What follows belongs to an exercise in optimizing a design on an open flow for small area and a short achievable clock period; a production flow would make more cautious choices.
At most, simulation tests tie the RTL to the original design; equivalence was not proved.
Power figures rest on the tool's default switching activity, not on a simulated workload.

run A:
==> flow/design.v (excerpt) <==
module CPU (
    input clk,
    input reset,
    input [18:0] instruction,
    input [15:0] data_in,
    output reg [15:0] data_out,
    output [15:0] address,
    output reg mem_read,
    output reg mem_write
);
Size in the first run: ~440 flip-flops, about 71 I/O pins, ~33000 sq um of cells after synthesis.
Settings: LEC_CHECK=0, CAP_MARGIN=20, CORE_MARGIN=2, CORE_UTILIZATION=60, PLACE_DENSITY=0.75, SLEW_MARGIN=20; clock period 28.0 ns.
run.sh (not shown) runs the stock make flow with config.mk's settings and CLKGATE_MAP_FILE= SYNTH_SCRIPT=/design/flow/synth_recipe.tcl, a recipe that flattens the netlist after the stock synthesis.
Run A finished end to end and its layout was clean on timing, DRC and antenna.
Relative to run A, the following input files were edited for run B:
- CORE_UTILIZATION: 60 -> 40
- PLACE_DENSITY: 0.75 -> unset
==> flow/flow/run.sh (new file) <==
#!/bin/bash
# Standard ORFS flow (the standard.sh) with faster port buffers and a
# setup-repair margin, so that repair_timing works towards a shorter period
# than the design's clock. Constraints (SDC) are the design's, unchanged.
set -euo pipefail
export BUFFER_PORTS_ARGS="-buffer_cell sky130_fd_sc_hd__buf_4"
export SETUP_SLACK_MARGIN=16
bash standard.sh > standard.log 2>&1
==> flow/standard.sh (new file) <==
#!/bin/bash
# synth_recipe.tcl (not shown) runs the flow's synth.tcl, then flattens the netlist and writes it again
# the make line also repeats each setting of config.mk as NAME=value (left out here)
make -C /OpenROAD-flow-scripts/flow DESIGN_CONFIG=/design/flow/config.mk WORK_HOME=/design/flow/orfs CLKGATE_MAP_FILE= SYNTH_SCRIPT=/design/flow/synth_recipe.tcl "${@:-finish}"
removed: flow/run.sh
==> notes.md <==
Run B against run A: net load switching power -0.020 mW; minimum clock period -1.07 ns; post-detailed-route wirelength per cell -2.2 um.
### run B -> run C
==> flow/run.sh (new file) <==
#!/bin/bash
# synth_recipe.tcl (not shown) runs the flow's synth.tcl, then flattens the netlist and writes it again
# the make line also repeats each setting of config.mk as NAME=value (left out here)
make -C /OpenROAD-flow-scripts/flow DESIGN_CONFIG=/design/flow/config.mk WORK_HOME=/design/flow/orfs CLKGATE_MAP_FILE= SYNTH_SCRIPT=/design/flow/synth_recipe.tcl finish
removed: flow/flow/run.sh
removed: flow/standard.sh
==> comparison <==
Sort run B and run C by utilization desc -> top: run C. Summary — first-iteration DRC count, run C relative to run B: higher, by 1.9%. Run B → run C: register share of the cell area held steady; met2 usage increased 0.64 points. Summary — last weighted congestion value of the routability-driven placer, run C relative to run B: lower, by about 1%. Run C vs run B — count of vias placed by the detailed router dropped 206. The run with more setup slack is run B; run C has less.
Function was not checked in any run of this note: the RTL went through the layout flow alone.

---

== run 1 ==
CPU, a different RTL version from the one above (not shown whole).
Size in the first run: about 2900 cells after synthesis, about 440 flip-flops, ~71 I/O pins, ~32000 um2 of cells after synthesis.
==> flow/config.mk <==
export PLATFORM = sky130hd
export DESIGN_NAME = CPU
export DESIGN_NICKNAME = CPU
export VERILOG_FILES = /design/flow/design.v
export SDC_FILE = /design/flow/constraint.sdc
export NUM_CORES = 4
export LEC_CHECK = 0
export CAP_MARGIN = 20
export CORE_MARGIN = 2
export CORE_UTILIZATION = 40
export SLEW_MARGIN = 20
==> flow/constraint.sdc <==
create_clock -name core_clock -period 28.0 [get_ports {clk}]
set_input_delay 5.6000 -clock core_clock [delete_from_list [all_inputs] [get_ports {clk}]]
set_output_delay 5.6000 -clock core_clock [all_outputs]
set_load 0.01 [all_outputs]
Stock flow here: none of the scripts above is used.
For run 2, these inputs were changed with respect to run 1:
- putting ABC_AREA at 1 where nothing was set
- swapping 40 for 55 in CORE_UTILIZATION
==> flow/flow/run.sh (new file) <==
#!/bin/bash
# Standard ORFS flow (the standard.sh) with faster port buffers and a
# setup-repair margin, so that repair_timing works towards a shorter period
# than the design's clock. The constraints (SDC) are the design's, unchanged.
set -euo pipefail
export BUFFER_PORTS_ARGS="-buffer_cell sky130_fd_sc_hd__buf_4"
export SETUP_SLACK_MARGIN=18
export MATCH_CELL_FOOTPRINT=0
bash standard.sh > standard.log 2>&1
==> flow/standard.sh (new file) <==
#!/bin/bash
# synth_recipe.tcl (not shown) runs the flow's synth.tcl, then flattens the netlist and writes it again
# the make line also repeats each setting of config.mk as NAME=value (left out here)
make -C /OpenROAD-flow-scripts/flow DESIGN_CONFIG=/design/flow/config.mk WORK_HOME=/design/flow/orfs CLKGATE_MAP_FILE= SYNTH_SCRIPT=/design/flow/synth_recipe.tcl "${@:-finish}"
removed: flow/run.sh
--- outcome ---
- Library cell contributing the largest single delay on the critical path = sky130_fd_sc_hd__dfxtp_4: run 2; library cell contributing the largest single delay on the critical path = sky130_fd_sc_hd__clkdlybuf4s50_1: run 1
- Max half-perimeter wire length of the detailed placement result across run 1 and run 2: run 2
- In the flow results for run 1 and run 2, the routed wire length is larger on run 2.
- Run 2 vs run 1 — slack of the critical path rose 2.12 ns.
> inputs changed (run 2 -> run 3)
- ABC_AREA: 1 -> unset
-- flow/flow/run.sh --
<<< run 2, line 7
export SETUP_SLACK_MARGIN=18
>>> run 3, line 7
export SETUP_SLACK_MARGIN=17.5
--- outcome ---
NOTE: number of cells in the design after placement in run 3 falls short of that of run 2. Higher number of antenna violations at the first check in global routing was reported by run 3, not run 2. Re sequential share of layout area: run 2 and run 3 aren't equal, and the lower value belongs to run 2. sky130_fd_sc_hd__dfxtp_4 as the slowest stage cell on the critical path was reported by run 2, and sky130_fd_sc_hd__fa_2 by run 3. In run 3, gate count of the mapped netlist is lower than in run 2. Between run 2 and run 3, the worst setup timing slack at the placement stage is lower for run 3. Diff run 2 -> run 3: post-layout minimum cycle time moved up; number of signal-net buffers in the layout went down 25; critical path depth now smaller; clock share of power decreased by 2.3 points relative to the old numbers.
diff inputs: run 3 => run 4
- CORE_UTILIZATION now 40, was 55
-- flow/flow/run.sh --
<<< run 3, line 7
export SETUP_SLACK_MARGIN=17.5
>>> run 4, line 7
export SETUP_SLACK_MARGIN=18.5
--- outcome ---
In the flow results for run 3 and run 4, the final-layout non-clock buffer area share is larger on run 4. Going from run 3 to run 4, combinational fraction of design power grows by 1.5 points. Cmp run 4 vs run 3: number of cell instances on the worst register-to-register path higher in run 4. Relative to run 3, antenna diode count decreased by 1 in run 4. Clock transition at the register clock pins on the worst setup and hold paths after CTS essentially unchanged between run 3 and run 4. Comparing run 3 and run 4, the higher logic depth of the worst setup path including buffers is on run 3. From run 3 to run 4 the numbers moved as follows: maximum frequency went down; count of buffers not belonging to the clock network in the layout rose 96; share of total power in the clock network -0.5 points.

---

CPU, a different RTL version from the one above (not shown whole).
Size: about 4,200 cells after synthesis, roughly 440 flip-flops, roughly 71 I/O pins, ~34,000 µm² of cells after synthesis.
Settings: LEC_CHECK=0, ABC_AREA=1, CAP_MARGIN=20, CORE_MARGIN=2, CORE_UTILIZATION=65, CTS_BUF_LIST=sky130_fd_sc_hd__clkbuf_8, SLEW_MARGIN=20; clock period 28.0 ns.
standard.sh (not shown) runs the stock make flow with config.mk's settings and CLKGATE_MAP_FILE= SYNTH_SCRIPT=/design/flow/synth_recipe.tcl, a recipe that flattens the netlist after the stock synthesis.
==> flow/flow/run.sh <==
#!/bin/bash
# Standard ORFS flow (the standard.sh) with faster port buffers and a
# setup-repair margin, so that repair_timing works towards a shorter period
# than the design's clock. The constraints (SDC) are the design's, unchanged.
set -euo pipefail
export BUFFER_PORTS_ARGS="-buffer_cell sky130_fd_sc_hd__buf_4"
export SETUP_SLACK_MARGIN=17.5
export MATCH_CELL_FOOTPRINT=0
bash standard.sh > standard.log 2>&1
Then changed:
- CORE_UTILIZATION: 65 -> 40
- CTS_BUF_LIST: sky130_fd_sc_hd__clkbuf_8 -> unset
- The new run passed the timing, DRC and antenna checks
- first-iteration DRC count came out lower by 19%
- wire length came out higher by about 3%
- register-to-register slack gets worse by 190 ps
- total power came out higher by about 2.6%
- flip-flop and latch count does not change
- synthesized cell count does not change
Then changed:
--- a/flow/flow/run.sh
+++ b/flow/flow/run.sh
@@ -7 +7 @@
-export SETUP_SLACK_MARGIN=17.5
+export SETUP_SLACK_MARGIN=18
- CORE_UTILIZATION: 40 -> 70
- CTS_BUF_LIST: unset -> sky130_fd_sc_hd__clkbuf_8
Fmax hardly moves.
Power drops by 1.4%.
Worst setup slack is about the same.
Clock power came out lower by 6.4%.
Cell count shrinks by 8.4%.
Then changed:
--- a/flow/flow/run.sh
+++ b/flow/flow/run.sh
@@ -7 +7 @@
-export SETUP_SLACK_MARGIN=18
+export SETUP_SLACK_MARGIN=17.5
- CORE_UTILIZATION: 70 -> 65
- CTS_BUF_LIST: sky130_fd_sc_hd__clkbuf_8 -> unset
Result:
- The new run went through all stages and came out clean
- worst hold slack gains 9.6 ps
- register-to-register slack got worse by 330 ps
- clock skew increases by 10 ps
- non-clock buffer count came out lower by 35
- power goes down slightly

---

Starting RTL as in the previous note.
export LEC_CHECK = 0
export ABC_AREA = 1
export CAP_MARGIN = 0
export CORE_MARGIN = 2
export CORE_UTILIZATION = 65
export CTS_BUF_LIST = sky130_fd_sc_hd__clkbuf_8
export SLEW_MARGIN = 0
create_clock -name core_clock -period 28.0 [get_ports {clk}]
==> flow/flow/run.sh <==
#!/bin/bash
# Standard ORFS flow (the standard.sh) with faster port buffers and a
# setup-repair margin, so that repair_timing works towards a shorter period
# than the design's clock. The constraints (SDC) are the design's, unchanged.
set -euo pipefail
export BUFFER_PORTS_ARGS="-buffer_cell sky130_fd_sc_hd__buf_4"
export SETUP_SLACK_MARGIN=18
export MATCH_CELL_FOOTPRINT=0
bash standard.sh > standard.log 2>&1
Rerun with:
CAP_MARGIN = 20   (was 0)
SLEW_MARGIN = 20   (was 0)
Result:
- The changed run finished with timing, DRC and antenna clean
- total power barely changes
- die area is unchanged
- first-iteration DRC count went up by 0.60%
- synthesized cell count is unchanged
- via count stays flat
- cell area hardly moves
- count of clock-buffer cells in the layout does not change
Rerun with:
--- a/flow/flow/run.sh
+++ b/flow/flow/run.sh
@@ -6,3 +6,3 @@
 export BUFFER_PORTS_ARGS="-buffer_cell sky130_fd_sc_hd__buf_4"
-export SETUP_SLACK_MARGIN=18
+export SETUP_SLACK_MARGIN=19
 export MATCH_CELL_FOOTPRINT=0
Sequential power stays flat.
Utilization rises by 2.1 points.
Via count grows by 2.6%.
Area after synthesis does not change.
Global-route usage rose by 0.84 points.
Register-to-register slack is better by 0.66 ns.
Critical path depth stays the same.
Sequential share of layout area falls by 0.90 points.
Clock-buffer cell count came out lower by 6.

---

CPU with an RTL version that a note above also has.
Size: about 2900 cells after synthesis, roughly 71 I/O pins, ~32000 µm² of cells after synthesis.
==> flow/design.v (excerpt) <==
module CPU (
    input clk,
    input reset,
    input [18:0] instruction,
    input [15:0] data_in,
    output reg [15:0] data_out,
    output [15:0] address,
    output reg mem_read,
    output reg mem_write
);
    localparam N1 = 2;
    localparam N2 = 6;
    localparam K1 = 2 * N1;
    localparam K2 = 2 * N2;
    reg [15:0] registers [0:15];
    wire [3:0] opcode = instruction[18:15];
    wire [3:0] rs = instruction[14:11];
    wire [3:0] rt = instruction[10:7];
    wire [3:0] rd = instruction[6:3];
    wire [11:0] addr = instruction[14:3];
    wire op_load  = opcode == 4'b1010;
    wire op_store = opcode == 4'b1011;
    wire op_call  = opcode == 4'b1111;
    wire [15:0] ra = registers[rs];
    wire [15:0] rb = registers[rt];
    wire [17:0] rb3 = {2'b0, rb} + {1'b0, rb, 1'b0};
    wire [15:0] rem1 [0:N1];
    wire [K1-1:0] q1;
    assign rem1[0] = 16'b0;
    genvar j;
    generate
        for (j = 1; j <= N1; j = j + 1) begin : s1
            CPU_div4 #(.W(2*j)) st (.rin(rem1[j-1]), .abits(ra[17-2*j:16-2*j]), .b(rb), .b3(rb3),
                .q(q1[K1-2*j+1:K1-2*j]), .rout(rem1[j]));
        end
    endgenerate
    reg [15:0] A2, B2;
    reg [K1-1:0] r2, q2;
    reg [3:0] op2;
    wire [17:0] B3_2 = {2'b0, B2} + {1'b0, B2, 1'b0};
    wire [15:0] rem2 [N1:N2];
    wire [K2-K1-1:0] qm;
    assign rem2[N1] = {{(16-K1){1'b0}}, r2};
    generate
        for (j = N1 + 1; j <= N2; j = j + 1) begin : s2
            CPU_div4 #(.W(2*j)) st (.rin(rem2[j-1]), .abits(A2[17-2*j:16-2*j]), .b(B2), .b3(B3_2),
                .q(qm[K2-2*j+1:K2-2*j]), .rout(rem2[j]));
        end
    endgenerate
    wire is_add = op2 == 4'd0;
    wire is_sub = op2 == 4'd1;
    wire is_mul = op2 == 4'd2;
    wire is_div = op2 == 4'd3;
    wire is_inc = op2 == 4'd4;
    wire is_dec = op2 == 4'd5;
    wire is_and = op2 == 4'd6;
    wire is_or  = op2 == 4'd7;
  ...
Settings: LEC_CHECK=0, CAP_MARGIN=20, CORE_MARGIN=2, CORE_UTILIZATION=40, SLEW_MARGIN=20; clock period 28.0 ns.
==> flow/flow/run.sh <==
#!/bin/bash
# Standard ORFS flow (the standard.sh) with faster port buffers and a
# setup-repair margin, so that repair_timing works towards a shorter period
# than the design's clock. The constraints (SDC) are the design's, unchanged.
set -euo pipefail
export BUFFER_PORTS_ARGS="-buffer_cell sky130_fd_sc_hd__buf_4"
export SETUP_SLACK_MARGIN=17.5
export MATCH_CELL_FOOTPRINT=0
bash standard.sh > standard.log 2>&1
The first run produced a clean layout.
Next try:
Settings changed: ABC_AREA from default to 1.
The new run went through all stages and came out clean.
Wire length rises by 10%.
Design area rises by 2.2%.
Sequential share of layout area falls by 0.70 points.
Sequential power falls by 3.5%.
Total power falls by 11%.
Setup slack improves by 730 ps.
Via count rises by 22%.
Utilization falls by 0.80 points.
Worst hold slack degrades by 16 ps.
Clock-buffer cell count rises by 7.
Next try:
--- a/flow/flow/run.sh
+++ b/flow/flow/run.sh
@@ -7 +7 @@
-export SETUP_SLACK_MARGIN=17.5
+export SETUP_SLACK_MARGIN=18.5
The new run finished clean.
Cell count increases slightly.
Area after synthesis does not change.
Critical path depth decreases by 4.
Via count increases slightly.
Routed wire length increases slightly.
Maximum frequency increases slightly.
Sequential share of layout area decreases by 0.68 points.

-- separate check: timing with driven ports --
The results above use ideal ports. As a check the final layouts listed here were re-extracted and re-timed, cells and wires unchanged.
Step 1 assumes that a clkbuf_16 drives the clock port and a buf_2 every other input.
Step 2 moves the port delays by t, midway between the first and last clock arrival at a register: inputs arrive t later, outputs are due t later. That takes back most of the time a late clock gives input paths.
Slacks: ideal / step 1 / step 2; pairs: ideal / step 1.
run	shift t [ns]	setup WS [ns]	worst hold slack (ns)	worst setup path after step 2	pins driven straight from the clock port
run A	0.609	15.251 / 15.195 / 15.360	0.352 / 0.352 / 0.352	register to register	1
run B	0.633	16.319 / 16.261 / 16.492	0.348 / 0.348 / 0.348	input to register	1
run C	0.631	15.228 / 15.166 / 15.597	0.345 / 0.345 / 0.345	register to register	1
run 1	0.635	15.195 / 15.139 / 15.350	0.351 / 0.351 / 0.351	register to register	1
run 2	0.652	17.313 / 17.249 / 17.603	0.346 / 0.346 / 0.346	input to register	1
run 3	0.632	16.712 / 16.647 / 17.195	0.347 / 0.347 / 0.347	input to register	1
run 4	0.640	16.625 / 16.569 / 17.209	0.358 / 0.358 / 0.358	register to output	1
the first run of note 3	0.709	17.649 / 17.584 / 17.116	0.352 / 0.352 / 0.352	input to register	1
the second run of note 3	0.642	17.666 / 17.603 / 17.336	0.346 / 0.346 / 0.346	input to register	1
the third run of note 3	0.703	17.666 / 17.612 / 17.530	0.342 / 0.342 / 0.342	input to register	1
the fourth run of note 3	0.657	17.686 / 17.621 / 17.201	0.352 / 0.352 / 0.352	input to register	1
the first run of note 4	0.701	17.842 / 17.782 / 17.606	0.354 / 0.354 / 0.354	input to register	1
the second run of note 4	0.702	17.854 / 17.790 / 17.593	0.354 / 0.354 / 0.354	input to register	1
the third run of note 4	0.718	17.897 / 17.837 / 18.489	0.345 / 0.345 / 0.345	input to register	1
the first run of note 5	0.631	16.671 / 16.619 / 17.107	0.348 / 0.348 / 0.348	input to register	1
the second run of note 5	0.638	17.396 / 17.336 / 17.167	0.332 / 0.332 / 0.332	input to register	1
the third run of note 5	0.646	17.454 / 17.396 / 18.042	0.355 / 0.355 / 0.355	register to output	1
After both steps setup and hold are still met in every run listed. For the first run of note 3, which loses most, drivers alone change the setup slack by -0.065 ns; drivers and shift together by -0.533 ns.
